Context: an optimization exercise on an open-source flow, tuned for small area and a short achievable clock period. The choices shown serve that exercise and are no tape-out recipe.

Setup of job 101:
==> module thresholding, before the edit <==
module thresholding(
    input wire clk, reset, enable,
    input wire signed [11 : 0] sig,
    output wire signed [11 : 0] y,
    output reg done,
    output reg [11 : 0] id
    );
localparam W = 13;
function lt_const11(input [10 : 0] a, input [10 : 0] k);
    integer i;
    reg r;
    begin
        r = 1'b0;
        for (i = 0; i < 11; i = i + 1)
            r = k[i] ? (~a[i] | r) : (~a[i] & r);
        lt_const11 = r;
    end
endfunction
function le_const17(input [16 : 0] a, input [16 : 0] k);
    integer i;
    reg r;
    begin
        r = 1'b1;
        for (i = 0; i < 17; i = i + 1)
            r = k[i] ? (~a[i] | r) : (~a[i] & r);
        le_const17 = r;
    end
endfunction
function [11 : 0] add_const12(input [11 : 0] a, input [11 : 0] k);
    integer i, j, m;
    reg c, t;
    begin
        for (i = 0; i < 12; i = i + 1) begin
            c = 1'b0;
            for (j = 0; j < i; j = j + 1) begin
                if (k[j]) begin
                    t = 1'b1;
                    for (m = i - 1; m > j; m = m - 1)
                        if (!k[m]) t = t & a[m];
                    t = t & a[j];
                    c = c | t;
                end
            end
            add_const12[i] = a[i] ^ k[i] ^ c;
        end
    end
endfunction
reg [11 : 0] dn [0 : W - 1];          
reg [16 : 0] m;                       
reg first;                            
reg [7 : 0] grp;                      
wire idle = ~id[11] & (&id[10 : 0]);
wire working = ~idle;
reg [11 : 0] id_inc;
reg id_c;
integer k;
always @* begin
    id_c = 1'b1;
    for (k = 0; k < 12; k = k + 1) begin
        id_inc[k] = id[k] ^ id_c;
        id_c = id_c & id[k];
    end
end
wire [11 : 0] x = add_const12(sig, 12'd3138);                
wire wrapx = sig[11] & lt_const11(sig[10 : 0], 11'd958);      
wire [11 : 0] spl = {~sig[11], sig[10 : 0]};                  
wire [16 : 0] n = m + {{5{dn[0][11]}}, dn[0]} + 17'd1;       
wire f0 = le_const17(n, 17'd90902);           
wire fw = le_const17(n, 17'd65370);           
wire late = ~id[11] & ((|id[10 : 4]) | (id[3] & id[2]));
wire valid = ~first | late;
wire [11 : 0] x12 = valid ? ~dn[W - 1] : 12'd0;
wire [16 : 0] m_next = n + {{5{x12[11]}}, x12};
wire [16 : 0] r0 = {5'd0, spl};
wire [16 : 0] r2 = {3'd0, spl, 2'b00};
wire [16 : 0] r3 = {2'd0, spl, 3'b000};
wire [16 : 0] l1a = {1'b0, fw, fw, 1'b0, fw, spl};
wire [16 : 0] l1c = {r3[16 : 3], f0, 2'b00};
wire [16 : 0] s1 = l1a ^ r2 ^ l1c;
wire [17 : 0] c1 = {(l1a & r2) | (l1a & l1c) | (r2 & l1c), 1'b0};
wire [16 : 0] l2b = {c1[16 : 3], f0, f0, f0};
wire [16 : 0] s2 = s1 ^ l2b ^ n;
wire [16 : 0] c2 = {(s1[15 : 0] & l2b[15 : 0]) | (s1[15 : 0] & n[15 : 0]) | (l2b[15 : 0] & n[15 : 0]), 1'b0};
wire [16 : 0] cg = s2 & c2;
wire [16 : 0] cp = s2 ^ c2;
function [1 : 0] grp4(input [3 : 0] g, input [3 : 0] p);
    begin
        grp4[1] = g[3] | (p[3] & (g[2] | (p[2] & (g[1] | (p[1] & g[0])))));
        grp4[0] = &p;
    end
endfunction
wire [1 : 0] q0 = grp4({cg[3 : 1], cg[0] | (cp[0] & f0)}, cp[3 : 0]);
wire [1 : 0] q1 = grp4(cg[7 : 4], cp[7 : 4]);
wire [1 : 0] q2 = grp4(cg[11 : 8], cp[11 : 8]);
wire [4 : 0] ha = s2[16 : 12];
wire [4 : 0] hb = c2[16 : 12];
wire [4 : 0] hk = 5'b01101;
wire [4 : 0] wa = ha ^ hb ^ hk;
wire [4 : 0] wb = {(ha[3 : 0] & hb[3 : 0]) | (ha[3 : 0] & hk[3 : 0]) | (hb[3 : 0] & hk[3 : 0]), 1'b0};
wire [1 : 0] q3n = grp4(cg[15 : 12], cp[15 : 12]);
wire [1 : 0] q3w = grp4(wa[3 : 0] & wb[3 : 0], wa[3 : 0] ^ wb[3 : 0]);
wire t16n = cp[16];
wire t16w = wa[4] ^ wb[4];
wire c16 = grp[6] | (grp[5] & (grp[4] | (grp[3] & (grp[2] | (grp[1] & grp[0])))));
wire ysel = ~(grp[7] ^ c16);
assign y = ysel ? ~dn[0] : 12'd0;
integer j;
always @(posedge clk) begin
    if (working) begin
        for (j = 1; j < W; j = j + 1)
            dn[j] <= dn[j - 1];
    end
    if (reset)
        dn[0] <= 12'hfff;
    else if (working)
        dn[0] <= ~x;
    if (reset) begin
        m <= 17'd90902;
        first <= 1'b1;
        done <= 1'b0;
        id <= 12'd2047;
    end else begin
        done <= working;
        if (working) begin
            id <= id_inc;
            m <= m_next;
            if (late)
                first <= 1'b0;
        end else begin
            id <= {enable, 11'h7ff};
        end
    end
    grp <= {wrapx ? t16w : t16n, wrapx ? q3w : q3n, q2, q1, q0[1]};
end
endmodule
export LEC_CHECK = 0
export CAP_MARGIN = 20
export CORE_MARGIN = 2
export CORE_UTILIZATION = 40
export CTS_BUF_LIST = sky130_fd_sc_hd__clkbuf_8
export SLEW_MARGIN = 20
create_clock -name core_clock -period 14.0 [get_ports {clk}]
standard.sh (not shown) runs the stock make flow with config.mk's settings and CLKGATE_MAP_FILE= SYNTH_SCRIPT=/design/flow/synth_recipe.tcl, a recipe that flattens the netlist after the stock synthesis.
==> flow/flow/run.sh <==
#!/bin/bash
set -euo pipefail
bash standard.sh "BUFFER_PORTS_ARGS=-buffer_cell sky130_fd_sc_hd__buf_2" SETUP_SLACK_MARGIN=9.5 finish > standard.log 2>&1
Edits applied to the flow inputs when going from job 101 to job 102:
-- flow/design.v --
<<< job 101, line 17
    end
endfunction
function le_const17(input [16 : 0] a, input [16 : 0] k);
    integer i;
    reg r;
    begin
        r = 1'b1;
        for (i = 0; i < 17; i = i + 1)
            r = k[i] ? (~a[i] | r) : (~a[i] & r);
        le_const17 = r;
    end
endfunction
>>> job 102, line 17
    end
endfunction
function le_const16(input [15 : 0] a, input [15 : 0] k);
    integer i;
    reg r;
    begin
        r = 1'b1;
        for (i = 0; i < 16; i = i + 1)
            r = k[i] ? (~a[i] | r) : (~a[i] & r);
        le_const16 = r;
    end
endfunction
<<< job 101, line 47
endfunction
reg [11 : 0] dn [0 : W - 1];          
reg [16 : 0] m;                       
reg first;                            
reg [7 : 0] grp;                      
>>> job 102, line 47
endfunction
reg [11 : 0] dn [0 : W - 1];          
reg [16 : 0] nl;                      
reg [11 : 0] x13;                     
reg first;                            
reg [7 : 0] grp;                      
<<< job 101, line 65
wire wrapx = sig[11] & lt_const11(sig[10 : 0], 11'd958);      
wire [11 : 0] spl = {~sig[11], sig[10 : 0]};                  
wire [16 : 0] n = m + {{5{dn[0][11]}}, dn[0]} + 17'd1;       
wire f0 = le_const17(n, 17'd90902);           
wire fw = le_const17(n, 17'd65370);           
wire late = ~id[11] & ((|id[10 : 4]) | (id[3] & id[2]));
wire valid = ~first | late;
wire [11 : 0] x12 = valid ? ~dn[W - 1] : 12'd0;
wire [16 : 0] m_next = n + {{5{x12[11]}}, x12};
wire [16 : 0] r0 = {5'd0, spl};
wire [16 : 0] r2 = {3'd0, spl, 2'b00};
>>> job 102, line 66
wire wrapx = sig[11] & lt_const11(sig[10 : 0], 11'd958);      
wire [11 : 0] spl = {~sig[11], sig[10 : 0]};                  
wire [16 : 0] n = nl + {{5{x13[11]}}, x13} + {{5{dn[0][11]}}, dn[0]} + 17'd1;    
wire f0 = ~n[16] | le_const16(n[15 : 0], 16'd25366);          
wire fw = ~n[16] & ~((&n[15 : 8]) & ~le_const16({8'd0, n[7 : 0]}, 16'd90));    
wire late = ~id[11] & ((|id[10 : 4]) | (id[3] & id[2]));
wire valid = ~first | late;
wire [11 : 0] x12 = (valid & ~reset) ? ~dn[W - 1] : 12'd0;
wire [16 : 0] r0 = {5'd0, spl};
wire [16 : 0] r2 = {3'd0, spl, 2'b00};
<<< job 101, line 103
wire t16w = wa[4] ^ wb[4];
wire c16 = grp[6] | (grp[5] & (grp[4] | (grp[3] & (grp[2] | (grp[1] & grp[0])))));
wire ysel = ~(grp[7] ^ c16);
assign y = ysel ? ~dn[0] : 12'd0;
integer j;
always @(posedge clk) begin
>>> job 102, line 103
wire t16w = wa[4] ^ wb[4];
wire c16 = grp[6] | (grp[5] & (grp[4] | (grp[3] & (grp[2] | (grp[1] & grp[0])))));
wire [11 : 0] y_c0 = grp[7] ? 12'd0 : ~dn[0];
wire [11 : 0] y_c1 = grp[7] ? ~dn[0] : 12'd0;
assign y = c16 ? y_c1 : y_c0;
integer j;
always @(posedge clk) begin
<<< job 101, line 115
    else if (working)
        dn[0] <= ~x;
    if (reset) begin
        m <= 17'd90902;
        first <= 1'b1;
        done <= 1'b0;
>>> job 102, line 116
    else if (working)
        dn[0] <= ~x;
    if (reset | working)
        x13 <= x12;
    if (reset) begin
        nl <= 17'd90902;
        first <= 1'b1;
        done <= 1'b0;
<<< job 101, line 124
        if (working) begin
            id <= id_inc;
            m <= m_next;
            if (late)
                first <= 1'b0;
>>> job 102, line 127
        if (working) begin
            id <= id_inc;
            nl <= n;
            if (late)
                first <= 1'b0;
--- outcome ---
Lower register clock-pin slew on the reported worst setup and hold paths was reported by job 102, not job 101. Job 102 against job 101: clock buffer count in the final layout climbed 22; met2 routed wirelength climbed 5.4%; count of flip-flops and latches climbed 12; area added between synthesis and finish climbed 4.1 points. Across job 102 and job 101, none had a timing, DRC or antenna violation. Delta (job 102 minus job 101): clock skew barely changed. From job 101 to job 102 the numbers moved as follows: mean number of vias per cell went down 0.098; number of buffer and inverter instances along the worst setup path went down 1. Looking at CTS H-tree depth, job 102 sits 2 below job 101. [compare] base=job 101 new=job 102: length in cells of the worst reg-to-reg path shows a reduction of 2; via count of the first global-routing pass +about 0.9%.
Function was not checked in any run of this note: the RTL went through the layout flow alone.

afterwards: timing with drivers on the ports:
Ports are ideal in the flow. The routed layouts listed here were re-timed in OpenROAD. Step 1, drivers: a clkbuf_16 drives clk and a buf_2 each remaining input, both assumed. Step 2 also shifts input and output timing later by t, the mid clock arrival at the registers, as if the neighbouring blocks saw the same clock. Slacks: ideal / step 1 / step 2; pairs: ideal / step 1.
run | t (ns) | setup slack, ns | worst hold slack (ns) | worst register clock-pin slew, ns
job 101 | 0.506 | 9.266 / 9.224 / 9.004 | 0.412 / 0.412 / 0.412 | 0.12 / 0.12
job 102 | 0.553 | 8.726 / 8.726 / 8.726 | 0.417 / 0.417 / 0.417 | 0.06 / 0.06
After both steps setup and hold are still met in every run listed. For job 101, which loses most, drivers alone change the setup slack by -0.042 ns; drivers and shift together by -0.262 ns.
